This design comes from an exercise in tuning for small area, a short achievable clock period and few clock cycles per item on the open sky130 flow, not from production work. At most, simulation tests tie the RTL to the original design; equivalence was not proved. Only the layout flow was run in run 1; the RTL was not checked for function there. Power figures rest on the tool's default switching activity, not on a simulated workload.

==> flow/design.v, too long to show whole: its modules and the start of the top module <==
// module madd_pipeline: 1355 lines
module madd_pipeline #(parameter data_width = 16, parameter n_blocks = 256, parameter full_width = 2 * data_width + 8, parameter n_channels = 16)
	(
		input wire clk,
		input wire reset,
		input wire enable,
		input  wire in_valid,
		output wire in_ready,
		output wire out_valid,
		input  wire out_ready,
		input  wire [$clog2(n_blocks) - 1 : 0] block_in,
		output wire [$clog2(n_blocks) - 1 : 0] block_out,
		input wire [4:0] shift,
		input wire shift_disable,
		input wire signedness,
		input wire saturate_disable,
		input wire signed [data_width - 1 : 0] arg_a_in,
		input wire signed [data_width - 1 : 0] arg_b_in,
		input wire signed [data_width - 1 : 0] arg_c_in,
		output wire signed [full_width - 1 : 0] result_out,
		input  wire [ch_addr_w - 1 : 0] dest_in,
		output wire [ch_addr_w - 1 : 0] dest_out,
		input  wire [4 - 1 : 0] commit_id_in,
		output wire [4 - 1 : 0] commit_id_out,
		input wire commit_flag_in,
		output wire commit_flag_out
	);
  // ...
==> flow/flow/run.sh <==
#!/bin/bash
# Own layout flow: the standard flow (standard.sh, unchanged synthesis),
# with the port buffers that buffer_ports inserts made plain sky130 buffers
# (buffer_ports otherwise picks clkdlybuf4s50_1, a slow 10 um2 delay cell).
# The full output of the flow goes to flow_standard.log in this folder.
set -euo pipefail
cd "$(dirname "$0")/.."
EXTRA=()
if [[ -f flow/extra.mk ]]; then
  while IFS= read -r line; do
    [[ -z "$line" || "$line" == \#* ]] && continue
    EXTRA+=("$line")
  done < flow/extra.mk
fi
bash standard.sh "BUFFER_PORTS_ARGS=-buffer_cell sky130_fd_sc_hd__buf_2" ${EXTRA[@]+"${EXTRA[@]}"} finish > flow_standard.log 2>&1
==> flow/standard.sh <==
#!/bin/bash
# synth_recipe.tcl (not shown) runs the flow's synth.tcl, then flattens the netlist and writes it again
# the make line also repeats each setting of config.mk as NAME=value (left out here)
make -C /OpenROAD-flow-scripts/flow DESIGN_CONFIG=/design/flow/config.mk WORK_HOME=/design/flow/orfs CLKGATE_MAP_FILE= SYNTH_SCRIPT=/design/flow/synth_recipe.tcl "${@:-finish}"
==> flow/config.mk <==
export PLATFORM = sky130hd
export DESIGN_NAME = madd_pipeline
export DESIGN_NICKNAME = madd_pipeline
export VERILOG_FILES = /design/flow/design.v
export SDC_FILE = /design/flow/constraint.sdc
export NUM_CORES = 4
export LEC_CHECK = 0
export ABC_AREA = 1
export CAP_MARGIN = 20
export CORE_MARGIN = 2
export CORE_UTILIZATION = 40
export SETUP_SLACK_MARGIN = 2.0
export SLEW_MARGIN = 20
==> flow/constraint.sdc <==
create_clock -name core_clock -period 7.5 [get_ports {clk}]
set_input_delay 1.5000 -clock core_clock [delete_from_list [all_inputs] [get_ports {clk}]]
set_output_delay 1.5000 -clock core_clock [all_outputs]
set_load 0.01 [all_outputs]
==> summary.txt, run 1 <==
In this run the critical register-to-register path is captured at c_q[3]. The residual DRC count is 0. The combined flip-flop and latch cell area is 0.003023 mm2. Of the total power, combinational logic draws 0.739. The routed design has 48.91 mm of wire. The die is 200.9 um tall.

The initial cell density of the core came out at 0.4032. The number of placed instances, taps included, is 2620. The worst setup path is launched from a register. Of the total standard cell area in the layout, the multi-input combinational portion is 0.6286. The run finished with no timing, DRC or antenna violations.

For met3 alone, demand over resource in global routing was 0.02630. The hold violation count in the final report was 0. After detailed routing, the number of vias per cell comes to 5.323.

The number of cells on the worst reg-to-reg path is 4. The worst setup margin came out at 1.242 ns. The count of buffers added on input and output ports is 136. The proportion of total power due to net switching came out at 0.5087. By area, the class that comes first in the final layout consists of multi-input gates. In this run the worst hold path is classified as register to register. The footprint of the multi-input gates came out at 0.01097 mm2. The final core utilization is 0.4536. The number of standard cells in the layout, taps in and fillers out came out at 2670. The final layout contains 2440 nets. The area of the die is 0.04036 mm2. Among all flip-flop cells after synthesis, the most frequent one is edfxtp_1.

Dividing the final minimum period by the clock period gives 0.8344. The total length of routed met3 wires is 2.567 mm. The most crowded layer after global routing is met2.

The longest clock path from root to sink contains 2 buffers. The worst setup path is of the register to primary output kind.
==> run 2, diff against run 1 <==
--- a/flow/design.v
+++ b/flow/design.v
@@ -1085,55 +1085,77 @@
 	assign fl_p[6] = row0[6] ^ row1[6];
 	assign fl_g[6] = row0[6] & row1[6];
 	assign fl_p[7] = row0[7] ^ row1[7];
 	assign fl_g[7] = row0[7] & row1[7];
 	assign fl_p[8] = row0[8] ^ row1[8];
 	assign fl_g[8] = row0[8] & row1[8];
 	assign fl_p[9] = row0[9] ^ row1[9];
 	assign fl_g[9] = row0[9] & row1[9];
-	wire fl_G1 = fl_g[1] | (fl_p[1] & fl_g[0]);
-	wire fl_P1 = fl_p[1] & fl_p[0];
-	wire fl_G2 = fl_g[3] | (fl_p[3] & fl_g[2]);
-	wire fl_P2 = fl_p[3] & fl_p[2];
-	wire fl_G3 = fl_g[5] | (fl_p[5] & fl_g[4]);
-	wire fl_P3 = fl_p[5] & fl_p[4];
-	wire fl_G4 = fl_g[7] | (fl_p[7] & fl_g[6]);
-	wire fl_P4 = fl_p[7] & fl_p[6];
-	wire fl_G5 = fl_g[9] | (fl_p[9] & fl_g[8]);
-	wire fl_P5 = fl_p[9] & fl_p[8];
-	wire fl_G6 = fl_G2 | (fl_P2 & fl_G1);
-	wire fl_P6 = fl_P2 & fl_P1;
-	wire fl_G7 = fl_G4 | (fl_P4 & fl_G3);
-	wire fl_P7 = fl_P4 & fl_P3;
-	wire fl_G8 = fl_G7 | (fl_P7 & fl_G6);
-	wire fl_P8 = fl_P7 & fl_P6;
-	wire fl_G9 = fl_G3 | (fl_P3 & fl_G6);
-	wire fl_P9 = fl_P3 & fl_P6;
-	wire fl_G10 = fl_G5 | (fl_P5 & fl_G8);
-	wire fl_P10 = fl_P5 & fl_P8;
-	wire fl_G11 = fl_g[2] | (fl_p[2] & fl_G1);
-	wire fl_P11 = fl_p[2] & fl_P1;
-	wire fl_G12 = fl_g[4] | (fl_p[4] & fl_G6);
-	wire fl_P12 = fl_p[4] & fl_P6;
-	wire fl_G13 = fl_g[6] | (fl_p[6] & fl_G9);
-	wire fl_P13 = fl_p[6] & fl_P9;
-	wire fl_G14 = fl_g[8] | (fl_p[8] & fl_G8);
-	wire fl_P14 = fl_p[8] & fl_P8;
+	wire fl_G1 = fl_g[9] | (fl_p[9] & fl_g[8]);
+	wire fl_P1 = fl_p[9] & fl_p[8];
+	wire fl_G2 = fl_g[8] | (fl_p[8] & fl_g[7]);
+	wire fl_P2 = fl_p[8] & fl_p[7];
+	wire fl_G3 = fl_g[7] | (fl_p[7] & fl_g[6]);
+	wire fl_P3 = fl_p[7] & fl_p[6];
+	wire fl_G4 = fl_g[6] | (fl_p[6] & fl_g[5]);
+	wire fl_P4 = fl_p[6] & fl_p[5];
+	wire fl_G5 = fl_g[5] | (fl_p[5] & fl_g[4]);
+	wire fl_P5 = fl_p[5] & fl_p[4];
+	wire fl_G6 = fl_g[4] | (fl_p[4] & fl_g[3]);
+	wire fl_P6 = fl_p[4] & fl_p[3];
+	wire fl_G7 = fl_g[3] | (fl_p[3] & fl_g[2]);
+	wire fl_P7 = fl_p[3] & fl_p[2];
+	wire fl_G8 = fl_g[2] | (fl_p[2] & fl_g[1]);
+	wire fl_P8 = fl_p[2] & fl_p[1];
+	wire fl_G9 = fl_g[1] | (fl_p[1] & fl_g[0]);
+	wire fl_P9 = fl_p[1] & fl_p[0];
+	wire fl_G10 = fl_G1 | (fl_P1 & fl_G3);
+	wire fl_P10 = fl_P1 & fl_P3;
+	wire fl_G11 = fl_G2 | (fl_P2 & fl_G4);
+	wire fl_P11 = fl_P2 & fl_P4;
+	wire fl_G12 = fl_G3 | (fl_P3 & fl_G5);
+	wire fl_P12 = fl_P3 & fl_P5;
+	wire fl_G13 = fl_G4 | (fl_P4 & fl_G6);
+	wire fl_P13 = fl_P4 & fl_P6;
+	wire fl_G14 = fl_G5 | (fl_P5 & fl_G7);
+	wire fl_P14 = fl_P5 & fl_P7;
+	wire fl_G15 = fl_G6 | (fl_P6 & fl_G8);
+	wire fl_P15 = fl_P6 & fl_P8;
+	wire fl_G16 = fl_G7 | (fl_P7 & fl_G9);
+	wire fl_P16 = fl_P7 & fl_P9;
+	wire fl_G17 = fl_G8 | (fl_P8 & fl_g[0]);
+	wire fl_P17 = fl_P8 & fl_p[0];
+	wire fl_G18 = fl_G10 | (fl_P10 & fl_G14);
+	wire fl_P18 = fl_P10 & fl_P14;
+	wire fl_G19 = fl_G11 | (fl_P11 & fl_G15);
+	wire fl_P19 = fl_P11 & fl_P15;
+	wire fl_G20 = fl_G12 | (fl_P12 & fl_G16);
+	wire fl_P20 = fl_P12 & fl_P16;
+	wire fl_G21 = fl_G13 | (fl_P13 & fl_G17);
+	wire fl_P21 = fl_P13 & fl_P17;
+	wire fl_G22 = fl_G14 | (fl_P14 & fl_G9);
+	wire fl_P22 = fl_P14 & fl_P9;
+	wire fl_G23 = fl_G15 | (fl_P15 & fl_g[0]);
+	wire fl_P23 = fl_P15 & fl_p[0];
+	wire fl_G24 = fl_G18 | (fl_P18 & fl_G9);
+	wire fl_P24 = fl_P18 & fl_P9;
+	wire fl_G25 = fl_G19 | (fl_P19 & fl_g[0]);
+	wire fl_P25 = fl_P19 & fl_p[0];
 	assign sum_lo[0] = fl_p[0];
 	assign sum_lo[1] = fl_p[1] ^ fl_g[0];
-	assign sum_lo[2] = fl_p[2] ^ fl_G1;
-	assign sum_lo[3] = fl_p[3] ^ fl_G11;
-	assign sum_lo[4] = fl_p[4] ^ fl_G6;
-	assign sum_lo[5] = fl_p[5] ^ fl_G12;
-	assign sum_lo[6] = fl_p[6] ^ fl_G9;
-	assign sum_lo[7] = fl_p[7] ^ fl_G13;
-	assign sum_lo[8] = fl_p[8] ^ fl_G8;
-	assign sum_lo[9] = fl_p[9] ^ fl_G14;
-	wire fl_cout = fl_G10;
+	assign sum_lo[2] = fl_p[2] ^ fl_G9;
+	assign sum_lo[3] = fl_p[3] ^ fl_G17;
+	assign sum_lo[4] = fl_p[4] ^ fl_G16;
+	assign sum_lo[5] = fl_p[5] ^ fl_G23;
+	assign sum_lo[6] = fl_p[6] ^ fl_G22;
+	assign sum_lo[7] = fl_p[7] ^ fl_G21;
+	assign sum_lo[8] = fl_p[8] ^ fl_G20;
+	assign sum_lo[9] = fl_p[9] ^ fl_G25;
+	wire fl_cout = fl_G24;
 	assign sum_lo[10] = fl_cout;
 	reg        v_q;
 	reg [3:0]  sh_q;
 	reg        big_q, rb_en_q, satd_q, sg_q;
 	reg [15:0] c_q;
 	reg [7:0]  block_q;
 	reg [3:0]  dest_q, cid_q;
 	reg        cf_q;
@@ -1217,123 +1239,219 @@
 	assign fh_g[20] = h0_q[30] & h1_q[30];
 	assign fh_p[21] = h0_q[31] ^ h1_q[31];
 	assign fh_g[21] = h0_q[31] & h1_q[31];
 	assign fh_p[22] = h0_q[32] ^ h1_q[32];
 	assign fh_g[22] = h0_q[32] & h1_q[32];
 	assign fh_p[23] = h0_q[33] ^ h1_q[33];
 	assign fh_g[23] = h0_q[33] & h1_q[33];
 	wire fh_g0c = fh_g[0] | (fh_p[0] & lo_q[10]);
-	wire fh_G1 = fh_g[1] | (fh_p[1] & fh_g0c);
-	wire fh_P1 = fh_p[1] & fh_p[0];
-	wire fh_G2 = fh_g[3] | (fh_p[3] & fh_g[2]);
-	wire fh_P2 = fh_p[3] & fh_p[2];
-	wire fh_G3 = fh_g[5] | (fh_p[5] & fh_g[4]);
-	wire fh_P3 = fh_p[5] & fh_p[4];
-	wire fh_G4 = fh_g[7] | (fh_p[7] & fh_g[6]);
-	wire fh_P4 = fh_p[7] & fh_p[6];
-	wire fh_G5 = fh_g[9] | (fh_p[9] & fh_g[8]);
-	wire fh_P5 = fh_p[9] & fh_p[8];
-	wire fh_G6 = fh_g[11] | (fh_p[11] & fh_g[10]);
-	wire fh_P6 = fh_p[11] & fh_p[10];
-	wire fh_G7 = fh_g[13] | (fh_p[13] & fh_g[12]);
-	wire fh_P7 = fh_p[13] & fh_p[12];
-	wire fh_G8 = fh_g[15] | (fh_p[15] & fh_g[14]);
-	wire fh_P8 = fh_p[15] & fh_p[14];
-	wire fh_G9 = fh_g[17] | (fh_p[17] & fh_g[16]);
-	wire fh_P9 = fh_p[17] & fh_p[16];
-	wire fh_G10 = fh_g[19] | (fh_p[19] & fh_g[18]);
-	wire fh_P10 = fh_p[19] & fh_p[18];
-	wire fh_G11 = fh_g[21] | (fh_p[21] & fh_g[20]);
-	wire fh_P11 = fh_p[21] & fh_p[20];
-	wire fh_G12 = fh_g[23] | (fh_p[23] & fh_g[22]);
-	wire fh_P12 = fh_p[23] & fh_p[22];
-	wire fh_G13 = fh_G2 | (fh_P2 & fh_G1);
-	wire fh_P13 = fh_P2 & fh_P1;
-	wire fh_G14 = fh_G4 | (fh_P4 & fh_G3);
-	wire fh_P14 = fh_P4 & fh_P3;
-	wire fh_G15 = fh_G6 | (fh_P6 & fh_G5);
-	wire fh_P15 = fh_P6 & fh_P5;
-	wire fh_G16 = fh_G8 | (fh_P8 & fh_G7);
-	wire fh_P16 = fh_P8 & fh_P7;
-	wire fh_G17 = fh_G10 | (fh_P10 & fh_G9);
-	wire fh_P17 = fh_P10 & fh_P9;
-	wire fh_G18 = fh_G12 | (fh_P12 & fh_G11);
-	wire fh_P18 = fh_P12 & fh_P11;
-	wire fh_G19 = fh_G14 | (fh_P14 & fh_G13);
-	wire fh_P19 = fh_P14 & fh_P13;
-	wire fh_G20 = fh_G16 | (fh_P16 & fh_G15);
-	wire fh_P20 = fh_P16 & fh_P15;
-	wire fh_G21 = fh_G18 | (fh_P18 & fh_G17);
-	wire fh_P21 = fh_P18 & fh_P17;
-	wire fh_G22 = fh_G20 | (fh_P20 & fh_G19);
-	wire fh_P22 = fh_P20 & fh_P19;
-	wire fh_G23 = fh_G21 | (fh_P21 & fh_G22);
-	wire fh_P23 = fh_P21 & fh_P22;
-	wire fh_G24 = fh_G15 | (fh_P15 & fh_G19);
-	wire fh_P24 = fh_P15 & fh_P19;
-	wire fh_G25 = fh_G17 | (fh_P17 & fh_G22);
-	wire fh_P25 = fh_P17 & fh_P22;
-	wire fh_G26 = fh_G3 | (fh_P3 & fh_G13);
-	wire fh_P26 = fh_P3 & fh_P13;
-	wire fh_G27 = fh_G5 | (fh_P5 & fh_G19);
-	wire fh_P27 = fh_P5 & fh_P19;
-	wire fh_G28 = fh_G7 | (fh_P7 & fh_G24);
-	wire fh_P28 = fh_P7 & fh_P24;
-	wire fh_G29 = fh_G9 | (fh_P9 & fh_G22);
-	wire fh_P29 = fh_P9 & fh_P22;
-	wire fh_G30 = fh_G11 | (fh_P11 & fh_G25);
-	wire fh_P30 = fh_P11 & fh_P25;
-	wire fh_G31 = fh_g[2] | (fh_p[2] & fh_G1);
-	wire fh_P31 = fh_p[2] & fh_P1;
-	wire fh_G32 = fh_g[4] | (fh_p[4] & fh_G13);
-	wire fh_P32 = fh_p[4] & fh_P13;
-	wire fh_G33 = fh_g[6] | (fh_p[6] & fh_G26);
-	wire fh_P33 = fh_p[6] & fh_P26;
-	wire fh_G34 = fh_g[8] | (fh_p[8] & fh_G19);
-	wire fh_P34 = fh_p[8] & fh_P19;
-	wire fh_G35 = fh_g[10] | (fh_p[10] & fh_G27);
-	wire fh_P35 = fh_p[10] & fh_P27;
-	wire fh_G36 = fh_g[12] | (fh_p[12] & fh_G24);
-	wire fh_P36 = fh_p[12] & fh_P24;
-	wire fh_G37 = fh_g[14] | (fh_p[14] & fh_G28);
-	wire fh_P37 = fh_p[14] & fh_P28;
-	wire fh_G38 = fh_g[16] | (fh_p[16] & fh_G22);
-	wire fh_P38 = fh_p[16] & fh_P22;
-	wire fh_G39 = fh_g[18] | (fh_p[18] & fh_G29);
-	wire fh_P39 = fh_p[18] & fh_P29;
-	wire fh_G40 = fh_g[20] | (fh_p[20] & fh_G25);
-	wire fh_P40 = fh_p[20] & fh_P25;
-	wire fh_G41 = fh_g[22] | (fh_p[22] & fh_G30);
-	wire fh_P41 = fh_p[22] & fh_P30;
+	wire fh_G1 = fh_g[23] | (fh_p[23] & fh_g[22]);
+	wire fh_P1 = fh_p[23] & fh_p[22];
+	wire fh_G2 = fh_g[22] | (fh_p[22] & fh_g[21]);
+	wire fh_P2 = fh_p[22] & fh_p[21];
+	wire fh_G3 = fh_g[21] | (fh_p[21] & fh_g[20]);
+	wire fh_P3 = fh_p[21] & fh_p[20];
+	wire fh_G4 = fh_g[20] | (fh_p[20] & fh_g[19]);
+	wire fh_P4 = fh_p[20] & fh_p[19];
+	wire fh_G5 = fh_g[19] | (fh_p[19] & fh_g[18]);
+	wire fh_P5 = fh_p[19] & fh_p[18];
+	wire fh_G6 = fh_g[18] | (fh_p[18] & fh_g[17]);
+	wire fh_P6 = fh_p[18] & fh_p[17];
+	wire fh_G7 = fh_g[17] | (fh_p[17] & fh_g[16]);
+	wire fh_P7 = fh_p[17] & fh_p[16];
+	wire fh_G8 = fh_g[16] | (fh_p[16] & fh_g[15]);
+	wire fh_P8 = fh_p[16] & fh_p[15];
+	wire fh_G9 = fh_g[15] | (fh_p[15] & fh_g[14]);
+	wire fh_P9 = fh_p[15] & fh_p[14];
+	wire fh_G10 = fh_g[14] | (fh_p[14] & fh_g[13]);
+	wire fh_P10 = fh_p[14] & fh_p[13];
+	wire fh_G11 = fh_g[13] | (fh_p[13] & fh_g[12]);
+	wire fh_P11 = fh_p[13] & fh_p[12];
+	wire fh_G12 = fh_g[12] | (fh_p[12] & fh_g[11]);
+	wire fh_P12 = fh_p[12] & fh_p[11];
+	wire fh_G13 = fh_g[11] | (fh_p[11] & fh_g[10]);
+	wire fh_P13 = fh_p[11] & fh_p[10];
+	wire fh_G14 = fh_g[10] | (fh_p[10] & fh_g[9]);
+	wire fh_P14 = fh_p[10] & fh_p[9];
+	wire fh_G15 = fh_g[9] | (fh_p[9] & fh_g[8]);
+	wire fh_P15 = fh_p[9] & fh_p[8];
+	wire fh_G16 = fh_g[8] | (fh_p[8] & fh_g[7]);
+	wire fh_P16 = fh_p[8] & fh_p[7];
+	wire fh_G17 = fh_g[7] | (fh_p[7] & fh_g[6]);
+	wire fh_P17 = fh_p[7] & fh_p[6];
+	wire fh_G18 = fh_g[6] | (fh_p[6] & fh_g[5]);
+	wire fh_P18 = fh_p[6] & fh_p[5];
+	wire fh_G19 = fh_g[5] | (fh_p[5] & fh_g[4]);
+	wire fh_P19 = fh_p[5] & fh_p[4];
+	wire fh_G20 = fh_g[4] | (fh_p[4] & fh_g[3]);
+	wire fh_P20 = fh_p[4] & fh_p[3];
+	wire fh_G21 = fh_g[3] | (fh_p[3] & fh_g[2]);
+	wire fh_P21 = fh_p[3] & fh_p[2];
+	wire fh_G22 = fh_g[2] | (fh_p[2] & fh_g[1]);
+	wire fh_P22 = fh_p[2] & fh_p[1];
+	wire fh_G23 = fh_g[1] | (fh_p[1] & fh_g0c);
+	wire fh_P23 = fh_p[1] & fh_p[0];
+	wire fh_G24 = fh_G1 | (fh_P1 & fh_G3);
+	wire fh_P24 = fh_P1 & fh_P3;
+	wire fh_G25 = fh_G2 | (fh_P2 & fh_G4);
+	wire fh_P25 = fh_P2 & fh_P4;
+	wire fh_G26 = fh_G3 | (fh_P3 & fh_G5);
+	wire fh_P26 = fh_P3 & fh_P5;
+	wire fh_G27 = fh_G4 | (fh_P4 & fh_G6);
+	wire fh_P27 = fh_P4 & fh_P6;
+	wire fh_G28 = fh_G5 | (fh_P5 & fh_G7);
+	wire fh_P28 = fh_P5 & fh_P7;
+	wire fh_G29 = fh_G6 | (fh_P6 & fh_G8);
+	wire fh_P29 = fh_P6 & fh_P8;
+	wire fh_G30 = fh_G7 | (fh_P7 & fh_G9);
+	wire fh_P30 = fh_P7 & fh_P9;
+	wire fh_G31 = fh_G8 | (fh_P8 & fh_G10);
+	wire fh_P31 = fh_P8 & fh_P10;
+	wire fh_G32 = fh_G9 | (fh_P9 & fh_G11);
+	wire fh_P32 = fh_P9 & fh_P11;
+	wire fh_G33 = fh_G10 | (fh_P10 & fh_G12);
+	wire fh_P33 = fh_P10 & fh_P12;
+	wire fh_G34 = fh_G11 | (fh_P11 & fh_G13);
+	wire fh_P34 = fh_P11 & fh_P13;
+	wire fh_G35 = fh_G12 | (fh_P12 & fh_G14);
+	wire fh_P35 = fh_P12 & fh_P14;
+	wire fh_G36 = fh_G13 | (fh_P13 & fh_G15);
+	wire fh_P36 = fh_P13 & fh_P15;
+	wire fh_G37 = fh_G14 | (fh_P14 & fh_G16);
+	wire fh_P37 = fh_P14 & fh_P16;
+	wire fh_G38 = fh_G15 | (fh_P15 & fh_G17);
+	wire fh_P38 = fh_P15 & fh_P17;
+	wire fh_G39 = fh_G16 | (fh_P16 & fh_G18);
+	wire fh_P39 = fh_P16 & fh_P18;
+	wire fh_G40 = fh_G17 | (fh_P17 & fh_G19);
+	wire fh_P40 = fh_P17 & fh_P19;
+	wire fh_G41 = fh_G18 | (fh_P18 & fh_G20);
+	wire fh_P41 = fh_P18 & fh_P20;
+	wire fh_G42 = fh_G19 | (fh_P19 & fh_G21);
+	wire fh_P42 = fh_P19 & fh_P21;
+	wire fh_G43 = fh_G20 | (fh_P20 & fh_G22);
+	wire fh_P43 = fh_P20 & fh_P22;
+	wire fh_G44 = fh_G21 | (fh_P21 & fh_G23);
+	wire fh_P44 = fh_P21 & fh_P23;
+	wire fh_G45 = fh_G22 | (fh_P22 & fh_g0c);
+	wire fh_P45 = fh_P22 & fh_p[0];
+	wire fh_G46 = fh_G24 | (fh_P24 & fh_G28);
+	wire fh_P46 = fh_P24 & fh_P28;
+	wire fh_G47 = fh_G25 | (fh_P25 & fh_G29);
+	wire fh_P47 = fh_P25 & fh_P29;
+	wire fh_G48 = fh_G26 | (fh_P26 & fh_G30);
+	wire fh_P48 = fh_P26 & fh_P30;
+	wire fh_G49 = fh_G27 | (fh_P27 & fh_G31);
+	wire fh_P49 = fh_P27 & fh_P31;
+	wire fh_G50 = fh_G28 | (fh_P28 & fh_G32);
+	wire fh_P50 = fh_P28 & fh_P32;
+	wire fh_G51 = fh_G29 | (fh_P29 & fh_G33);
+	wire fh_P51 = fh_P29 & fh_P33;
+	wire fh_G52 = fh_G30 | (fh_P30 & fh_G34);
+	wire fh_P52 = fh_P30 & fh_P34;
+	wire fh_G53 = fh_G31 | (fh_P31 & fh_G35);
+	wire fh_P53 = fh_P31 & fh_P35;
+	wire fh_G54 = fh_G32 | (fh_P32 & fh_G36);
+	wire fh_P54 = fh_P32 & fh_P36;
+	wire fh_G55 = fh_G33 | (fh_P33 & fh_G37);
+	wire fh_P55 = fh_P33 & fh_P37;
+	wire fh_G56 = fh_G34 | (fh_P34 & fh_G38);
+	wire fh_P56 = fh_P34 & fh_P38;
+	wire fh_G57 = fh_G35 | (fh_P35 & fh_G39);
+	wire fh_P57 = fh_P35 & fh_P39;
+	wire fh_G58 = fh_G36 | (fh_P36 & fh_G40);
+	wire fh_P58 = fh_P36 & fh_P40;
+	wire fh_G59 = fh_G37 | (fh_P37 & fh_G41);
+	wire fh_P59 = fh_P37 & fh_P41;
+	wire fh_G60 = fh_G38 | (fh_P38 & fh_G42);
+	wire fh_P60 = fh_P38 & fh_P42;
+	wire fh_G61 = fh_G39 | (fh_P39 & fh_G43);
+	wire fh_P61 = fh_P39 & fh_P43;
+	wire fh_G62 = fh_G40 | (fh_P40 & fh_G44);
+	wire fh_P62 = fh_P40 & fh_P44;
+	wire fh_G63 = fh_G41 | (fh_P41 & fh_G45);
+	wire fh_P63 = fh_P41 & fh_P45;
+	wire fh_G64 = fh_G42 | (fh_P42 & fh_G23);
+	wire fh_P64 = fh_P42 & fh_P23;
+	wire fh_G65 = fh_G43 | (fh_P43 & fh_g0c);
+	wire fh_P65 = fh_P43 & fh_p[0];
+	wire fh_G66 = fh_G46 | (fh_P46 & fh_G54);
+	wire fh_P66 = fh_P46 & fh_P54;
+	wire fh_G67 = fh_G47 | (fh_P47 & fh_G55);
+	wire fh_P67 = fh_P47 & fh_P55;
+	wire fh_G68 = fh_G48 | (fh_P48 & fh_G56);
+	wire fh_P68 = fh_P48 & fh_P56;
+	wire fh_G69 = fh_G49 | (fh_P49 & fh_G57);
+	wire fh_P69 = fh_P49 & fh_P57;
+	wire fh_G70 = fh_G50 | (fh_P50 & fh_G58);
+	wire fh_P70 = fh_P50 & fh_P58;
+	wire fh_G71 = fh_G51 | (fh_P51 & fh_G59);
+	wire fh_P71 = fh_P51 & fh_P59;
+	wire fh_G72 = fh_G52 | (fh_P52 & fh_G60);
+	wire fh_P72 = fh_P52 & fh_P60;
+	wire fh_G73 = fh_G53 | (fh_P53 & fh_G61);
+	wire fh_P73 = fh_P53 & fh_P61;
+	wire fh_G74 = fh_G54 | (fh_P54 & fh_G62);
+	wire fh_P74 = fh_P54 & fh_P62;
+	wire fh_G75 = fh_G55 | (fh_P55 & fh_G63);
+	wire fh_P75 = fh_P55 & fh_P63;
+	wire fh_G76 = fh_G56 | (fh_P56 & fh_G64);
+	wire fh_P76 = fh_P56 & fh_P64;
+	wire fh_G77 = fh_G57 | (fh_P57 & fh_G65);
+	wire fh_P77 = fh_P57 & fh_P65;
+	wire fh_G78 = fh_G58 | (fh_P58 & fh_G44);
+	wire fh_P78 = fh_P58 & fh_P44;
+	wire fh_G79 = fh_G59 | (fh_P59 & fh_G45);
+	wire fh_P79 = fh_P59 & fh_P45;
+	wire fh_G80 = fh_G60 | (fh_P60 & fh_G23);
+	wire fh_P80 = fh_P60 & fh_P23;
+	wire fh_G81 = fh_G61 | (fh_P61 & fh_g0c);
+	wire fh_P81 = fh_P61 & fh_p[0];
+	wire fh_G82 = fh_G66 | (fh_P66 & fh_G62);
+	wire fh_P82 = fh_P66 & fh_P62;
+	wire fh_G83 = fh_G67 | (fh_P67 & fh_G63);
+	wire fh_P83 = fh_P67 & fh_P63;
+	wire fh_G84 = fh_G68 | (fh_P68 & fh_G64);
+	wire fh_P84 = fh_P68 & fh_P64;
+	wire fh_G85 = fh_G69 | (fh_P69 & fh_G65);
+	wire fh_P85 = fh_P69 & fh_P65;
+	wire fh_G86 = fh_G70 | (fh_P70 & fh_G44);
+	wire fh_P86 = fh_P70 & fh_P44;
+	wire fh_G87 = fh_G71 | (fh_P71 & fh_G45);
+	wire fh_P87 = fh_P71 & fh_P45;
+	wire fh_G88 = fh_G72 | (fh_P72 & fh_G23);
+	wire fh_P88 = fh_P72 & fh_P23;
+	wire fh_G89 = fh_G73 | (fh_P73 & fh_g0c);
+	wire fh_P89 = fh_P73 & fh_p[0];
 	assign xh[0] = fh_p[0] ^ lo_q[10];
 	assign xh[1] = fh_p[1] ^ fh_g0c;
-	assign xh[2] = fh_p[2] ^ fh_G1;
-	assign xh[3] = fh_p[3] ^ fh_G31;
-	assign xh[4] = fh_p[4] ^ fh_G13;
-	assign xh[5] = fh_p[5] ^ fh_G32;
-	assign xh[6] = fh_p[6] ^ fh_G26;
-	assign xh[7] = fh_p[7] ^ fh_G33;
-	assign xh[8] = fh_p[8] ^ fh_G19;
-	assign xh[9] = fh_p[9] ^ fh_G34;
-	assign xh[10] = fh_p[10] ^ fh_G27;
-	assign xh[11] = fh_p[11] ^ fh_G35;
-	assign xh[12] = fh_p[12] ^ fh_G24;
-	assign xh[13] = fh_p[13] ^ fh_G36;
-	assign xh[14] = fh_p[14] ^ fh_G28;
-	assign xh[15] = fh_p[15] ^ fh_G37;
-	assign xh[16] = fh_p[16] ^ fh_G22;
-	assign xh[17] = fh_p[17] ^ fh_G38;
-	assign xh[18] = fh_p[18] ^ fh_G29;
-	assign xh[19] = fh_p[19] ^ fh_G39;
-	assign xh[20] = fh_p[20] ^ fh_G25;
-	assign xh[21] = fh_p[21] ^ fh_G40;
-	assign xh[22] = fh_p[22] ^ fh_G30;
-	assign xh[23] = fh_p[23] ^ fh_G41;
-	wire fh_cout = fh_G23;
+	assign xh[2] = fh_p[2] ^ fh_G23;
+	assign xh[3] = fh_p[3] ^ fh_G45;
+	assign xh[4] = fh_p[4] ^ fh_G44;
+	assign xh[5] = fh_p[5] ^ fh_G65;
+	assign xh[6] = fh_p[6] ^ fh_G64;
+	assign xh[7] = fh_p[7] ^ fh_G63;
+	assign xh[8] = fh_p[8] ^ fh_G62;
+	assign xh[9] = fh_p[9] ^ fh_G81;
+	assign xh[10] = fh_p[10] ^ fh_G80;
+	assign xh[11] = fh_p[11] ^ fh_G79;
+	assign xh[12] = fh_p[12] ^ fh_G78;
+	assign xh[13] = fh_p[13] ^ fh_G77;
+	assign xh[14] = fh_p[14] ^ fh_G76;
+	assign xh[15] = fh_p[15] ^ fh_G75;
+	assign xh[16] = fh_p[16] ^ fh_G74;
+	assign xh[17] = fh_p[17] ^ fh_G89;
+	assign xh[18] = fh_p[18] ^ fh_G88;
+	assign xh[19] = fh_p[19] ^ fh_G87;
+	assign xh[20] = fh_p[20] ^ fh_G86;
+	assign xh[21] = fh_p[21] ^ fh_G85;
+	assign xh[22] = fh_p[22] ^ fh_G84;
+	assign xh[23] = fh_p[23] ^ fh_G83;
+	wire fh_cout = fh_G82;
 	wire [33:0] x = {xh, lo_q[9:0]};
 	wire signed [33:0] y = $signed(x) >>> sh_q;
 	wire [32:0] xd = x[33:1] ^ x[32:0];
 	reg  [32:0] ovf_mask;
 	integer k;
 	always @(*)
 		for (k = 0; k < 33; k = k + 1)
 			ovf_mask[k] = (k >= 15 + sh_q);
==> flow/config.mk (replaced) <==
export PLATFORM = sky130hd
export DESIGN_NAME = madd_pipeline
export DESIGN_NICKNAME = madd_pipeline
export VERILOG_FILES = /design/flow/design.v
export SDC_FILE = /design/flow/constraint.sdc
export NUM_CORES = 4
export LEC_CHECK = 0
export ABC_AREA = 1
export CAP_MARGIN = 20
export CORE_MARGIN = 2
export CORE_UTILIZATION = 60
export SETUP_SLACK_MARGIN = 2.0
export SLEW_MARGIN = 20
==> run 2 against run 1 <==
  * Worst hold slack lost 0.0062 ns
  * Flip-flop and latch count is the same
  * Utilization up 22 points
  * Wire length up 0.71%
  * Final area up 0.57%
  * Via count rose by 8.4%
  * First-iteration DRC count up 47%
  * Highest routed layer unchanged
==> summary.txt, run 2 <==
For this design the top-level I/O count stands at 137. The number of flops mapped to enable cells by yosys is 100. The largest registers in the layout are h0_q: 24 flops, h1_q: 24 flops, c_q: 16 flops. A synthesized cell averages 7.290 um2. The total grt overflow is 0. The clock-pin slew on the worst setup and hold paths came out at 0.09 ns. The residual DRC count came out at 0 (unchanged). The required time reported for the critical path endpoint came out at 7.58 ns. The fraction of final layout cells sized beyond drive strength 1 came out at 0.1348.

The number of buffers created by CTS is 9. The total power draw came out at 6137 uW. On the worst path, the slowest cell contributes a delay of 0.60 ns. The first global-routing pass estimated 76.62 mm of wire. The count of warnings emitted by yosys came out at 1.

The slowest stage of the critical path is the inv_1 cell. Measured against its own limit, the worst slew margin works out to 0.3411. The via count is 15400.

The share of the Yosys chip area taken by registers is 0.1902. The average via count per standard cell came out at 5.895 (+11%). For this run, asynchronously set or reset flops after synthesis account for 0. For the pin with the worst max-slew slack, the measured transition is 0.9883 ns.

The worst IR drop on VDD is 0.0001780 V. Setup repair after global routing could not meet its margin everywhere. In this run the clock root is driven by a clkbuf_16. The number of max-capacitance violations reported came out at 0. The initial antenna violation count came to 0.

TritonCTS built the clock tree. The number of standard cells in the layout, taps in and fillers out is 2613 (-2.1%). The half-perimeter wire length after placement is 38.11 mm.

The fill cell total of the finished layout came out at 2347. The total number of clock tree sinks came out at 101. The number of pins with negative max-slew slack in the final report came to 0. For this run, the detailed router's first-pass iteration total came to 9.

The count of nets after finishing is 2554 (+4.7%). The height of the chip came out at 166.7 um (-17%). The power per cell area is 349.7 mW/mm2. The routability-driven placement congestion ratio came out at 1.003. The number of global-route vias before repair came to 14320.

The count of H-tree levels built during CTS came out at 3. The worst setup path is of the input pin to register kind. The routed wire length is 49.25 mm (+0.71%). The number of I/O port buffers came out at 136 (unchanged).

The arrival time reported for the critical path endpoint came out at 5.45 ns. The final period utilization was 0.7158 (-0.1186). The final period demand of the worst path came out at 5.368 ns. The synthesized cell area is 0.01589 mm2.

For the final database, setup skew stands at 0.02120 ns. In the post-synthesis netlist, the cell with the most instances is nand2_1. The number of synthesized register bits is 101. Counting instances in the post-synthesis netlist gives the leading cell types as nand2_1 (516), inv_1 (339), o21ai_0 (170), xor2_1 (152), fa_1 (141). Leaving out fill and tap cells, the most frequent cells in the layout are nand2_1 (508), inv_1 (330), o21ai_0 (163), xor2_1 (150). The count of placed standard cells including taps is 2558 (-2.4%). Traced cell by cell, the critical path runs through buf_2, nand2_1, inv_1, o21ai_0, fa_1, inv_1, fa_1, inv_1, fa_1, inv_1, fa_1, inv_1, fa_1. The initialized floorplan defines 59 standard-cell rows. The biggest area contributor in the post-synthesis netlist is edfxtp_1. Summed over all cells, the static leakage comes to 0.008611 uW.

STA classifies the critical path startpoint as an input pin. The minimum setup slack among reg-to-reg paths is 5.40 ns. The initial cell density of the core came out at 0.6098 (+0.2066). The insertion delay of the later-clocked pin in the worst-skew pair is 0.36 ns. STA classifies the critical path endpoint as a register.

The final-report setup violation count came out at 0. Compared with the post-synthesis result, the final layout area differs by 10.42%. The timing-limited maximum frequency came out at 0.1863 GHz. The core region area is 0.02606 mm2. The count of antenna-violating nets left after detailed routing is 0. The number of instances in the synthesized netlist came out at 2180.

The library cell used most frequently in the layout, excluding fill and tap cells, is nand2_1. After synthesis, the cell types taking the most area are edfxtp_1 (19%), fa_1 (18%), nand2_1 (12%). The number of buffers and inverters on the critical path came out at 6. The largest driver fanout on the critical path is 16. The x dimension of the die came out at 166.7 um. The maximum number of pins on one net before global-route repair is 81.

The post-detailed-route wirelength per cell came out at 18.85 um. The commonest register cell after synthesis is edfxtp_1. The overall track demand over capacity in global routing came out at 0.3470. The hold violation count in the final report came out at 0 (unchanged). The post-synth net total came out at 2461.

The area of the die is 0.02780 mm2 (-31%). The path type of the worst min-delay path is register to register. The unique cell type count in the Yosys netlist is 50. The share of synthesized area in the top cell type comes to 0.1890. The flow ran to the end and the layout has no timing, DRC or antenna violations. The final total negative setup slack came out at 0 ns.

The worst hold margin came out at 0.4772 ns. The count of antenna diodes in the layout came out at 0. The buffer levels on the longest clock path came to 2 (unchanged). Among cell families on the critical path, the largest total delay comes from adder cells. The initial detailed-routing violation count came out at 1703.
## run 2: logic make-up (layout without fill, tap and decap cells)
kind of cell               Yosys count  after routing  share of synthesized area
and+or+nand+nor                    810            811                     0.2210
buffers and inverters              469            566                     0.1139
AOI/OAI and AO/OA                  423            423                     0.1515
adders and majority gates          203            203                     0.2264
xor gates and xnor gates           167            167                    0.09251
DFF                                101            101                     0.1902
muxes                                7              7                   0.004409
## run 2: through the flow
stage	utilization	cell area, um2	setup slack, ns
detailed placement	0.6395	16660	1.569
floorplan	-	15900	2.059
global route	0.6734	17550	1.983
CTS	0.6562	17100	2.000
finish	0.6734	17550	2.132
global placement	0.6395	16660	1.621
## run 2: power breakdown
| part | internal [uW] | switching (uW) | total, uW |
|---|---|---|---|
| logic | 1680 | 2920 | 4600 |
| registers | 948 | 74.0 | 1020 |
| clock network | 272 | 246 | 517 |
| total | 2900 | 3240 | 6140 |
## run 2: final timing paths
check	from	endpoint	depth (start not counted)
worst max-delay path	signedness	h1_q[18]	13
worst min-delay path	v_q	v_q	2
worst max register to register	v_q	c_q[14]	4
worst min register to register	v_q	v_q	2
## run 2: worst min-delay path, delay by kind of cell (launching register included)
kind,cells,cell delay (ns)
AO/OA/AOI/OAI,1,0.05
flip-flops,1,0.33
AND/OR/NAND/NOR,1,0.06
## run 2: per-layer routing
metal | global-route usage | share of wire | up-vias
li1 | - | - | 7261
met5 | 0 | 0 | -
met3 | 0.05181 | 0.088 | 143
met1 | 0.4846 | 0.42 | 7141
met2 | 0.5447 | 0.45 | 859
met4 | 0.1424 | 0.046 | 0
## run 2: final cells by class
type,count,area (um2),area share
Clock buffer,9,225.2,0.01283
Clock inverter,7,102.6,0.005847
Inverter,359,1375,0.07836
Multi-Input combinational cell,1611,11240,0.6408
Sequential cell,101,3023,0.1723
Tap cell,335,419.2,0.02389
Timing Repair Buffer,189,1146,0.06531
Timing Repair inverter,2,12.51,0.0007130
## run 2: what timing repair did
item                       CTS  global route
hold buffers                 0             0
setup endpoints to repair   47            54
buffers inserted             9            26
pin swaps                    4            12
gates resized for setup      7            59
gates cloned                 2             2
Testbench counts of run 2, summed over its fixed seeds: cycles 24,008, items 24,000.
==> run 3, diff against run 2 <==
==> flow/flow/extra.mk (new file) <==
SYNTH_ARGS=-noabc
--- a/flow/config.mk
+++ b/flow/config.mk
@@ -10,3 +10,3 @@
 export CORE_MARGIN = 2
-export CORE_UTILIZATION = 60
+export CORE_UTILIZATION = 40
 export SETUP_SLACK_MARGIN = 2.0
==> run 3 against run 2 <==
  * Still clean on timing, DRC and antenna
  * First-iteration DRC count decreased by 31%
  * Sequential power about the same
  * Die area rose by 44%
  * Synthesized cell count is 8.6% lower
  * Largest power group unchanged
  * Highest routed layer unchanged
==> summary.txt, run 3 <==
Setup repair after global routing could not meet its margin everywhere. The final core utilization is 0.4665 (-0.2069). The hold violation count in the final report came out at 0 (unchanged). The cell count of the worst reg-to-reg path is 3 (-1). The x dimension of the die is 200.3 um (+20%). The cell-internal power is 3111 uW (+7.3%). The parity-gate share of the synthesized area counting xor and xnor cells came out at 0.1097 (+0.01719). The compound-cell area share of the yosys netlist came to 0.1505 (-0.0009360). The fraction of registers with async set or reset after synthesis came to 0 (unchanged). The area of the die came out at 0.04011 mm2 (+44%).

The initial detailed-routing violation count came out at 1174 (-31%). The worst setup path is captured at a primary output. The post-detailed-route wirelength per cell was 18.77 um (-0.42%). The largest driver fanout on the critical path came to 6 (-10). The number of global-route vias before repair came out at 13640 (-4.7%). The class of the most critical setup path is register to primary output. The number of synthesized register bits came out at 101 (unchanged).

The synthesized cell area was 0.01541 mm2 (-3.0%). The timing-limited maximum frequency came out at 0.1843 GHz (-1.1%). The share of cell area taken by muxes after synthesis is 0.01307 (+0.008664).

The core region area is 0.03784 mm2 (+45%). The root buffer cell is clkbuf_16. The proportion of total power due to net switching came out at 0.5177 (-0.009782). The largest registers in the layout are h0_q: 24 flops, h1_q: 24 flops, c_q: 16 flops. The clock power share came to 0.076 (-0.008).

The pin slew with the least headroom to its limit is 0.9460 ns (-0.04237 ns). After synthesis, the cell types taking the most area are edfxtp_1 (19%), fa_1 (18%), nand2_1 (11%). The final-report setup violation count came out at 0 (unchanged). The worst hold path belongs to the class register to register. The arrival time reported for the critical path endpoint came out at 3.93 ns (-1.52 ns). The count of antenna-violating nets left after detailed routing came out at 0 (unchanged).

The power per cell area is 365.4 mW/mm2 (+4.5%). The initial cell density of the core is 0.4072 (-0.2027). The half-perimeter wire length after placement came out at 38.24 mm (+0.35%). The count of H-tree levels built during CTS was 3 (unchanged).

The number of pins with negative max-slew slack in the final report came out at 0 (unchanged). The worst register-to-register path ends at sh_q[2]. The worst slew margin relative to its limit was 0.3694 (+0.02825). In the layout the commonest cells are nand2_1 (444), inv_1 (171), xor2_1 (171), o21ai_0 (147), fa_1 (140). The count of nets after finishing is 2370 (-7.2%).

The overall track demand over capacity in global routing came out at 0.2382 (-0.1088). The number of primary I/O pins came to 137 (unchanged). The routed wire length is 48.80 mm (-0.91%). The area fraction in and, or, nand and nor cells after synthesis came out at 0.2136 (-0.007446). The startpoint identified for the worst register-to-register timing path is v_q.

The buffer levels on the longest clock path was 2 (unchanged). The worst IR drop on VDD is 0.0001878 V (+5.5%). By count the netlist is led by nand2_1 (466), xor2_1 (176), inv_1 (173), o21ai_0 (153), fa_1 (142).

The unique cell type count in the Yosys netlist was 55 (+10%). The length of the first detailed-routing pass in iterations is 7 (-2). The portion of total power attributed to sequential cells came to 0.161 (-0.006).

The library cell used most frequently in the layout, excluding fill and tap cells, is nand2_1. The final period demand of the worst path came out at 5.427 ns (+0.05867 ns). The total number of placement rows came out at 71 (+20%). The maximum number of pins on one net before global-route repair came out at 71 (-12%). The layout-stage area growth over the synthesis result is 14.58%. The via count came out at 14240 (-7.5%).

The post-synthesis average cell area came out at 7.731 um2 (+6.1%). The final clock skew is 0.01972 ns (-0.001479 ns). The worst hold margin came out at 0.5351 ns (+0.05792 ns). The total grt overflow was 0 (unchanged).

The instance count along the most critical hold path is 2 (unchanged). The number of flops mapped to enable cells by yosys was 100 (unchanged). The part of the total power dissipated in combinational logic came out at 0.763 (+0.014). The share of the synthesized area in the top cell type was 0.1949 (+0.005923). The commonest register cell after synthesis is edfxtp_1. The switching power of the nets is 3340 uW (+3.2%).

The fraction of final layout cells sized beyond drive strength 1 came to 0.1594 (+0.02464). The post-synth net total came to 2279 (-7.4%). TritonCTS built the clock tree. The number of I/O port buffers came out at 136 (unchanged).

The biggest area contributor in the post-synthesis netlist is edfxtp_1. The number of instances in the synthesized netlist came out at 1993 (-8.6%). The worst setup path is launched from a register. The flow ran to the end and the layout has no timing, DRC or antenna violations.

The height of the chip is 200.3 um (+20%). The final total negative setup slack is 0 ns (unchanged). The number of max-capacitance violations reported came to 0 (unchanged).

The count of warnings emitted by yosys is 1 (unchanged). The leakage component of the power was 0.007927 uW (-7.9%). The initial antenna violation count was 0 (unchanged). The number of buffers created by CTS was 9 (unchanged).

The main combinational cell family by area after synthesis is adder cells. The average via count per standard cell came out at 5.477 (-7.1%). The insertion delay of the later-clocked pin in the worst-skew pair is 0.38 ns (+0.02 ns).

The share of synthesized cell area in full adder, half adder and majority cells came to 0.2381 (+0.01164). The most common cell in the synthesized netlist is nand2_1. The clock-pin slew on the worst setup and hold paths was 0.07 ns (-0.02 ns). The minimum setup slack among reg-to-reg paths is 5.39 ns (about the same).

The count of antenna diodes in the layout came out at 0 (unchanged). The global-route wire length before repair came out at 76.39 mm (-0.31%). The total number of clock tree sinks is 101 (unchanged).

The share of the yosys chip area belonging to registers was 0.1962 (+0.005962). The required time reported for the critical path endpoint came to 6.00 ns (-1.58 ns). The final period utilization came to 0.7236 (+0.007823).

The startpoint identified for the worst hold timing path is v_q. The worst hold path terminates at v_q. The routability-driven placement congestion ratio is 0.9469 (-5.6%). The residual DRC count came out at 0 (unchanged).
run 3: how the worst max path moves through the flow:
stage	start	to	slack (ns)	depth (start not counted)
floorplan	shift_disable	lo_q[9]	2.01	20
global placement	arg_b_in[11]	h1_q[17]	1.25	11
detailed placement	arg_b_in[11]	h1_q[18]	1.09	11
CTS	arg_b_in[11]	h1_q[18]	2.00	11
global route	shift[4]	lo_q[9]	1.86	23
finish	h0_q[10]	result_out[23]	2.07	24
run 3: timing repair:
item	4_1_cts	5_1_grt
setup endpoints to repair	74	55
buffers inserted	7	15
pin swaps	5	18
resized for setup	32	114
hold buffers	0	0
cloned	1	3
run 3: power groups by stage:
stage / Sequential, uW / Clock [uW] / Combinational, uW
CTS: 1040 / 499 / 4620
global route: 1050 / 526 / 5530
finish: 1040 / 490 / 4920
global placement: 1050 / 0 / 4460
floorplan: 1030 / 0 / 3300
detailed placement: 1050 / 0 / 4560
run 3: area by class of cell:
type	count	area, um2
clock buffers	9	225.2
clock inverters	7	83.83
fillers	3849	20190
inverters	208	810.8
multi-input cells	1583	11630
flip-flops and latches	101	3023
well taps	511	639.4
repair buffers	180	1235
repair inverters	1	5.005
run 3: critical path: stages, from the launching register on:
cell and delay (ns):
edfxtp_1 0.42, fa_2 0.46, fa_2 0.41, nand3_2 0.11
nand3_4 0.11, nand3_2 0.10, nand2_4 0.08, nand2_2 0.07
nand3b_1 0.17, nand3_2 0.14, nand3_2 0.11, nand3_4 0.09
nand3_4 0.13, buf_6 0.15, nand4_1 0.09, nand2_1 0.08
inv_2 0.05, nand2_2 0.05, nand2_4 0.07, nand2_4 0.08
nand2_4 0.07, nand3_4 0.14, clkbuf_16 0.22, nand2_4 0.06
buf_6 0.09
run 3: routing by layer:
layer	track usage	part of all wire
met1	0.3344	0.45
met2	0.3961	0.47
met3	0.02034	0.050
met4	0.06217	0.022
met5	0	0
run 3: through the flow:
stage               instance area (um2)  power, uW  std cells  worst slack (ns)
floorplan                         15410       4330       1993             2.010
global placement                  16460       5514       2558             1.250
detailed placement                16460       5609       2558             1.095
CTS                               16980       6164       2582             2.003
global route                      17650       7107       2600             1.863
finish                            17650       6451       2600             2.073
run 3: cells by family after synthesis:
family	Yosys count
AOI/OAI and AO/OA	403
xor gates and xnor gates	190
adders and majority gates	208
buffers and inverters	310
DFF	101
muxes	20
and+or+nand+nor	761
==> run 4, diff against run 3 <==
removed: flow/flow/extra.mk
==> run 4 against run 3 <==
  * Wire length is 3.6% higher
  * Synthesized cell count is 9.4% higher
  * Fmax is 3.0% higher
==> summary.txt, run 4 <==
The fraction of final layout cells sized beyond drive strength 1 came out at 0.1366 (-0.02280). The number of I/O port buffers came out at 136 (unchanged). The total number of placement rows was 73 (+2.8%).

The core region area came out at 0.03946 mm2 (+4.3%). The final-report setup violation count was 0 (unchanged). The number of primary I/O pins came out at 137 (unchanged).

The via count was 14860 (+4.3%). The kind of cell with the highest combined delay along the critical path is adder cells. The top cell types in the final layout, fill and taps aside, are nand2_1 (499), inv_1 (333), o21ai_0 (161), xor2_1 (150), o22ai_1 (140).

The clock-pin slew on the worst setup and hold paths came out at 0.07 ns (about the same). The number of synthesized register bits came out at 101 (unchanged). The number of pins with negative max-slew slack in the final report came out at 0 (unchanged). The final period demand of the worst path came out at 5.270 ns (-0.1568 ns). The count of antenna-violating nets left after detailed routing came out at 0 (unchanged). The x dimension of the die was 203.3 um (+1.5%). The required time reported for the critical path endpoint came to 7.60 ns (+1.60 ns). The post-detailed-route wirelength per cell is 18.13 um (-3.4%).

The number of flops mapped to enable cells by yosys is 100 (unchanged). The delay of the slowest cell on the worst path is 0.53 ns (+0.07 ns). The average via count per standard cell came to 5.330 (-2.7%). In the final layout, the registers with the most flip-flops are h0_q: 24 flops, h1_q: 24 flops, c_q: 16 flops. The initial antenna violation count is 0 (unchanged). The unique cell type count in the Yosys netlist came out at 50 (-9.1%). The final total negative setup slack was 0 ns (unchanged). The final period utilization came out at 0.7027 (-0.02090). The number of instances in the synthesized netlist came out at 2180 (+9.4%). The library cell used most frequently in the layout, excluding fill and tap cells, is nand2_1.

The count of H-tree levels built during CTS came out at 3 (unchanged). The final clock skew came to 0.008885 ns (-0.01083 ns). Yosys attributes the largest share of cell area to edfxtp_1 (19%), fa_1 (18%), nand2_1 (12%). The timing-limited maximum frequency came out at 0.1898 GHz (+3.0%). The height of the chip is 203.3 um (+1.5%). The global-route wire length before repair came to 79.67 mm (+4.3%). The arrival time reported for the critical path endpoint came out at 5.37 ns (+1.44 ns). The number of max-capacitance violations reported is 0 (unchanged). The insertion delay of the later-clocked pin in the worst-skew pair is 0.36 ns (-0.02 ns). Walking the worst path, the cells encountered are buf_2, nand2_1, inv_1, o21ai_0, fa_1, inv_1, fa_1, inv_1, fa_1, inv_1, fa_1, inv_1, fa_1.

The area of the die came to 0.04134 mm2 (+3.1%). The initial detailed-routing violation count is 1347 (+15%). In the synthesized netlist the dominant register cell turns out to be edfxtp_1. The pin slew with the least headroom to its limit came out at 0.9862 ns (+0.04027 ns). The count of warnings emitted by yosys was 1 (unchanged). The largest driver fanout on the critical path is 16 (+10). The layout-stage area growth over the synthesis result is 12.01%. Of all cell types, the one taking the most synthesized area is edfxtp_1. The number of buffers and inverters on the critical path is 6 (+2). The length of the first detailed-routing pass in iterations is 6 (-1). The total number of clock tree sinks is 101 (unchanged). By startpoint and endpoint, the worst setup path is classified as input pin to register. The post-synth net total is 2461 (+8.0%). The leading cell type by number of instances after synthesis is nand2_1. Counting instances in the post-synthesis netlist gives the leading cell types as nand2_1 (516), inv_1 (339), o21ai_0 (170), xor2_1 (152), fa_1 (141). The maximum number of pins on one net before global-route repair came out at 66 (-7.0%). Setup repair after global routing left no endpoint under its margin.

The buffer levels on the longest clock path was 2 (unchanged). The number of buffers created by CTS is 9 (unchanged). The synthesized cell area came out at 0.01589 mm2 (+3.1%). The total power draw is 6270 uW (-2.8%). The run finished with no timing, DRC or antenna violations.

The overall track demand over capacity in global routing is 0.2450 (+0.006866). CTS placed an instance of clkbuf_16 at the clock tree root. The routability-driven placement congestion ratio came out at 0.9233 (-2.5%). Among all stages on the critical path, the largest delay is contributed by inv_1.

The hold violation count in the final report is 0 (unchanged). The fraction of registers with async set or reset after synthesis came out at 0 (unchanged). The share of the yosys chip area belonging to registers came to 0.1902 (-0.005962).

The leakage component of the power came out at 0.008584 uW (+8.3%). The initial cell density of the core was 0.4027 (-0.004415). The clock tree from TritonCTS is built. The power per cell area is 352.2 mW/mm2 (-3.6%). The total grt overflow is 0 (unchanged).

STA classifies the critical path startpoint as an input pin. The post-synthesis average cell area is 7.290 um2 (-5.7%). The routed wire length was 50.54 mm (+3.6%). The worst slew margin relative to its limit is 0.3418 (-0.02757). The share of the synthesized area in the top cell type came out at 0.1890 (-0.005923). In this run the worst hold path is classified as register to register. The number of global-route vias before repair is 14640 (+7.3%). The half-perimeter wire length after placement came to 40.67 mm (+6.3%). The count of antenna diodes in the layout is 0 (unchanged). The residual DRC count was 0 (unchanged). STA classifies the critical path endpoint as a register. The count of nets after finishing came out at 2538 (+7.1%). The worst IR drop on VDD came out at 0.0002238 V (+19%).
[run 4: worst paths after layout]
path | slack [ns] | endpoint | startpoint | cells past startpoint
hold reg to reg | 0.47 | v_q | v_q | 2
setup / recovery | 2.23 | h1_q[18] | signedness | 13
setup reg to reg | 5.39 | sh_q[3] | v_q | 4
hold / removal | 0.47 | v_q | v_q | 2
[run 4: repair_timing]
item | CTS | global route
cloned | 1 | 2
pin swaps | 4 | 19
hold buffers | 0 | 0
endpoints found under the setup margin | 48 | 56
setup buffers | 8 | 9
gates resized for setup | 16 | 80
[run 4: tightest hold or removal path: cells and delay by family (launching register included)]
family	cells	cell delay (ns)
AOI/OAI and AO/OA	1	0.05
DFF	1	0.32
and+or+nand+nor	1	0.06
[run 4: metal layers]
layer	global-route usage	vias up	wire, um	share of wire
met5	0	-	0	0
met4	0.07638	0	1133	0.022
met3	0.01550	65	2444	0.048
met2	0.4060	493	23730	0.47
met1	0.3436	7058	23240	0.46
li1	-	7239	-	-
[run 4: kinds of logic after synthesis]
group | count (synthesis) | share of synthesized area
AO/OA/AOI/OAI | 423 | 0.1515
flip-flops | 101 | 0.1902
XOR/XNOR | 167 | 0.09251
AND/OR/NAND/NOR | 810 | 0.2210
adder cells (fa/ha/maj) | 203 | 0.2264
buffers and inverters | 469 | 0.1139
multiplexers | 7 | 0.004409
[run 4: metrics by stage]
stage	instance area [um2]	utilization	setup WS, ns	hold WS [ns]	std cells
2_1_floorplan	15900	-	2.059	0.4884	2180
3_3_place_gp	16920	0.4289	1.539	0.4564	2751
3_5_place_dp	16920	0.4289	1.473	0.4661	2751
4_1_cts	17380	0.4405	2.024	0.4773	2776
5_1_grt	17800	0.4511	1.999	0.5060	2787
6_report	17800	0.4511	2.230	0.4723	2787
[run 4: area by class of cell]
type                            count  area (um2)
Clock buffer                        9       225.2
Clock inverter                      7       81.33
Fill cell                        4088       21660
Inverter                          359        1366
Multi-Input combinational cell   1611       11430
Sequential cell                   101        3023
Tap cell                          525       656.9
Timing Repair Buffer              174        1013
Timing Repair inverter              1       7.507
[run 4: where the power goes]
part	switching, uW	total (uW)	internal, uW
Sequential	74.1	1020	948
Combinational	3020	4760	1740
Clock	226	490	264
Total	3320	6270	2950
==> run 5, diff against run 4 <==
==> flow/flow/run.sh (replaced) <==
#!/bin/bash
# Own layout flow: the standard flow (standard.sh) with a few extra ORFS
# make variables, read one per line from flow/extra.mk. By default the port
# buffers that buffer_ports inserts are plain buf_2 cells (buffer_ports
# otherwise picks clkdlybuf4s50_1, a slow 10 um2 delay cell).
# The full output of the flow goes to flow_standard.log in this folder; each
# ORFS step keeps its own log under orfs/logs/.
set -euo pipefail
cd "$(dirname "$0")/.."
EXTRA=()
PORTBUF="BUFFER_PORTS_ARGS=-buffer_cell sky130_fd_sc_hd__buf_2"
if [[ -f flow/extra.mk ]]; then
  while IFS= read -r line; do
    [[ -z "$line" || "$line" == \#* ]] && continue
    if [[ "$line" == BUFFER_PORTS_ARGS=* ]]; then PORTBUF="$line"; continue; fi
    EXTRA+=("$line")
  done < flow/extra.mk
fi
bash standard.sh "$PORTBUF" ${EXTRA[@]+"${EXTRA[@]}"} finish > flow_standard.log 2>&1
--- a/flow/config.mk
+++ b/flow/config.mk
@@ -11,2 +11,3 @@
 export CORE_UTILIZATION = 40
+export CTS_BUF_LIST = sky130_fd_sc_hd__clkbuf_4 sky130_fd_sc_hd__clkbuf_8
 export SETUP_SLACK_MARGIN = 2.0
==> run 5 against run 4 <==
  * Still clean on timing, DRC and antenna
  * Via count down 0.40%
  * Final cell count about the same
  * Utilization up 0.17 points
  * Sequential power about the same
  * Clock-buffer cell count unchanged
  * Wire length down 0.32%
  * Sequential share of layout area down 0.063 points
  * Critical endpoint is now result_out[25]
  * Largest power group unchanged
==> summary.txt, run 5 <==
The flow ran to the end and the layout has no timing, DRC or antenna violations. The maximum number of pins on one net before global-route repair is 66 (unchanged). The worst setup slack before clock tree synthesis is 1.473 ns (unchanged).

The count of antenna diodes in the layout is 0 (unchanged). The final clock skew is 0.01500 ns (+0.006113 ns). The unique cell type count in the Yosys netlist is 50 (unchanged).

The number of synthesized register bits came out at 101 (unchanged). The largest driver fanout on the critical path is 6 (-10). The clock power share was 0.060 (-0.018). The post-synthesis average cell area was 7.290 um2 (unchanged). Grouping stages by cell kind, the critical path spends the most delay in simple AND/OR/NAND/NOR gates. The insertion delay of the later-clocked pin in the worst-skew pair is 0.41 ns (+0.05 ns). The minimum setup slack among reg-to-reg paths came out at 5.39 ns (about the same). The share of the synthesized area in the top cell type is 0.1890 (unchanged). The post-detailed-route wirelength per cell is 18.07 um (-0.36%). The arrival time reported for the critical path endpoint is 3.88 ns (-1.49 ns). The count of placed standard cells including taps is 2751 (unchanged).

The count of H-tree levels built during CTS is 3 (unchanged). The part of the total power dissipated in combinational logic was 0.776 (+0.017). The hold violation count in the final report is 0 (unchanged). The initial cell density of the core came out at 0.4027 (unchanged). On the critical path, the stage with the largest delay is an instance of edfxtp_1. The number of I/O port buffers is 136 (unchanged). The endpoint class of the critical path is a primary output.

The total grt overflow came out at 0 (unchanged). The height of the chip came out at 203.3 um (unchanged). The share of the yosys chip area belonging to registers came out at 0.1902 (unchanged). The delay of the slowest cell on the worst path came to 0.44 ns (-0.09 ns). The final period utilization is 0.7172 (+0.01455). The buffer levels on the longest clock path came to 2 (unchanged). The final core utilization is 0.4528 (+0.001680). The power per cell area is 347.8 mW/mm2 (-1.3%). edfxtp_1 takes more of the synthesized area than any other cell.

The number of instances in the synthesized netlist came out at 2180 (unchanged). The required time reported for the critical path endpoint is 6.00 ns (-1.60 ns). For this run, the leading register cell type out of synthesis is edfxtp_1. The final total negative setup slack is 0 ns (unchanged). The number of primary I/O pins came to 137 (unchanged). The x dimension of the die is 203.3 um (unchanged).

The clock-pin slew on the worst setup and hold paths came out at 0.10 ns (+0.03 ns). The count of antenna-violating nets left after detailed routing is 0 (unchanged). The area of the die is 0.04134 mm2 (unchanged). TritonCTS built the clock tree. The library cells used most frequently in the layout, excluding fill and tap cells, are nand2_1 (491), inv_1 (333), o21ai_0 (160), xor2_1 (150), o22ai_1 (140). The length of the first detailed-routing pass in iterations came out at 6 (unchanged). The fraction of final layout cells sized beyond drive strength 1 came out at 0.1414 (+0.004800). The largest registers in the layout are h0_q: 24 flops, h1_q: 24 flops, c_q: 16 flops. The count of warnings emitted by yosys came to 1 (unchanged).

The layout-stage area growth over the synthesis result came out at 12.42%. The number of flops mapped to enable cells by yosys is 100 (unchanged). The timing-limited maximum frequency came out at 0.1859 GHz (-2.0%). By count the netlist is led by nand2_1 (516), inv_1 (339), o21ai_0 (170), xor2_1 (152), fa_1 (141). The number of buffers created by CTS is 9 (unchanged). The global-route wire length before repair was 79.52 mm (-0.19%).

The total number of clock tree sinks came out at 101 (unchanged). The initial detailed-routing violation count came out at 1272 (-5.6%). The count of nets after finishing is 2539 (+0.039%). The average via count per standard cell is 5.307 (-0.43%). The number of pins with negative max-slew slack in the final report is 0 (unchanged). The number of standard cells in the layout, taps in and fillers out is 2788 (+0.036%).

The fraction of registers with async set or reset after synthesis was 0 (unchanged). The via count is 14800 (-0.40%). The beginning of the worst register-to-register path is v_q. The half-perimeter wire length after placement is 40.67 mm (unchanged). The final-report setup violation count was 0 (unchanged). The cell sitting at the root of the clock tree is a clkbuf_8. The switching power of the nets is 3331 uW (+0.31%). The setup path with the least slack is of type register to primary output. The cell-internal power came to 2883 uW (-2.2%). The final period demand of the worst path came out at 5.379 ns (+0.1092 ns). The total number of placement rows is 73 (unchanged). The number of global-route vias before repair is 14610 (-0.18%). The portion of total power attributed to sequential cells came to 0.164 (about the same). The worst min-delay path startpoint is v_q. The worst slew margin relative to its limit came to 0.3530 (+0.01127). The worst IR drop on VDD came out at 0.0001791 V (-20%). The leakage component of the power came to 0.008583 uW (about the same). The proportion of total power due to net switching came out at 0.5361 (+0.006384). The worst setup margin came out at 2.121 ns (-0.1092 ns). By area the synthesized netlist is led by edfxtp_1 (19%), fa_1 (18%), nand2_1 (12%). Setup repair after global routing could not meet its margin everywhere.

The most common library cell in the layout ignoring fill and taps is nand2_1. The path type of the worst min-delay path is register to register. The residual DRC count came to 0 (unchanged). The post-synth net total came out at 2461 (unchanged). The number of max-capacitance violations reported came out at 0 (unchanged). By instance count, the leading cell after synthesis is nand2_1. Traced cell by cell, the critical path runs through fa_2, inv_2, fa_2, inv_2, nand3_2, nand3_4, buf_6, xor2_4, xnor2_1, o21ai_1, a21oi_1, nand3b_1, nor2_2, nand2_1, nor2_1, nand3_2, nand2_2, nand2_4, nand2_4, nand3_4, clkbuf_16, nand2_2, buf_6. The origin of the worst setup path is lo_q[10]. The number of buffers and inverters on the critical path came out at 5 (-1). The routability-driven placement congestion ratio came out at 0.9233 (unchanged). The initial antenna violation count is 0 (unchanged). The synthesized cell area is 0.01589 mm2 (unchanged). The worst setup path is launched from a register. The core region area is 0.03946 mm2 (unchanged). The pin slew with the least headroom to its limit is 0.9694 ns (-0.01688 ns). The routed wire length is 50.38 mm (-0.32%).

The overall track demand over capacity in global routing came out at 0.2446 (-0.0004834).
-- run 5: cell counts after synthesis --
Identical to the previous run, type by type.
-- run 5: what timing repair did --
action / in CTS / in global routing
hold buffers: 0 / 0
resized for setup: 17 / 112
pin swaps: 5 / 26
endpoints found under the hold margin: 0 / 0
endpoints found under the setup margin: 45 / 52
buffers inserted: 8 / 10
cloned: 1 / 2
-- run 5: stage by stage --
| stage | power [uW] | hold WS, ns | area, um2 |
|---|---|---|---|
| after floorplan | 4191 | 0.4884 | 15900 |
| after global placement | 5370 | 0.4564 | 16920 |
| final | 6214 | 0.4764 | 17870 |
| after detailed placement | 5472 | 0.4661 | 16920 |
| after CTS | 5908 | 0.4817 | 17280 |
| after global routing | 6913 | 0.5110 | 17870 |
-- run 5: layout make-up --
type | count | area [um2]
flip-flops and latches | 101 | 3023
multi-input cells | 1611 | 11470
clock inverters | 7 | 81.33
repair inverters | 1 | 5.005
inverters | 359 | 1366
fillers | 4082 | 21590
clock buffers | 9 | 123.9
well taps | 525 | 656.9
repair buffers | 175 | 1135
-- run 5: layer usage --
metal	wire [um]	vias to the layer above	GRT usage
met3	2347	64	0.01550
met4	1124	0	0.07404
met2	23900	482	0.4053
li1	-	7251	-
met5	0	-	0
met1	23010	6999	0.3438
-- run 5: power groups by stage --
stage	combinational [uW]	clock (uW)	sequential, uW
after floorplan	3180	0	1010
after detailed placement	4440	0	1040
after CTS	4500	380	1020
after global routing	5470	402	1040
after global placement	4340	0	1030
final	4820	370	1020
-- run 5: logic make-up (layout without fill, tap and decap cells) --
kind of cell	count (synthesis)	in the layout	synth area share
AOI/OAI and AO/OA	423	423	0.1515
xor gates and xnor gates	167	167	0.09251
adders and majority gates	203	203	0.2264
buffers and inverters	469	551	0.1139
DFF	101	101	0.1902
muxes	7	7	0.004409
and+or+nand+nor	810	811	0.2210
-- run 5: worst min-delay path, delay by kind of cell (launching register included) --
family | cells | cell delay [ns]
compound gates | 1 | 0.05
simple gates | 1 | 0.06
flops | 1 | 0.34
-- run 5: path summary, 6_finish.rpt --
path | endpoint | cells past startpoint
setup reg to reg | h0_q[12] | 4
hold reg to reg | v_q | 2
setup / recovery | result_out[25] | 23
hold / removal | v_q | 2

[static timing again, ports no longer ideal]
How much do the figures lean on ideal ports? The routed layouts below were timed once more, with nothing changed but the port constraints. Step 1, drivers: a clkbuf_16 drives clk and a buf_2 each remaining input, both assumed. Step 2 adds t to the input delays and takes it off the output delays; t is the mean of the earliest and latest rising clock arrival at the registers after step 1. Input paths then give back, and output paths get back, about the clock's delay inside the block. Three values: ideal, step 1, step 2; two values: the first two.
run | shift t [ns] | setup slack, ns | worst setup path after step 2 | slew at the worst register clock pin (ns) | worst slew at a driven data input, ns
run 1 | 0.413 | 1.242 / 1.187 / 1.600 | register to output | 0.08 / 0.08 | 0.06
run 2 | 0.400 | 2.132 / 2.162 / 1.762 | input to register | 0.09 / 0.09 | 0.04
run 3 | 0.411 | 2.073 / 2.024 / 1.735 | input to register | 0.09 / 0.09 | 0.05
run 4 | 0.411 | 2.230 / 2.194 / 1.836 | input to register | 0.08 / 0.08 | 0.04
run 5 | 0.439 | 2.121 / 2.080 / 1.705 | input to register | 0.12 / 0.12 | 0.04
After both steps every run listed still meets setup and hold. For run 5, which loses most, drivers alone change the setup slack by -0.041 ns; drivers and shift together by -0.416 ns.
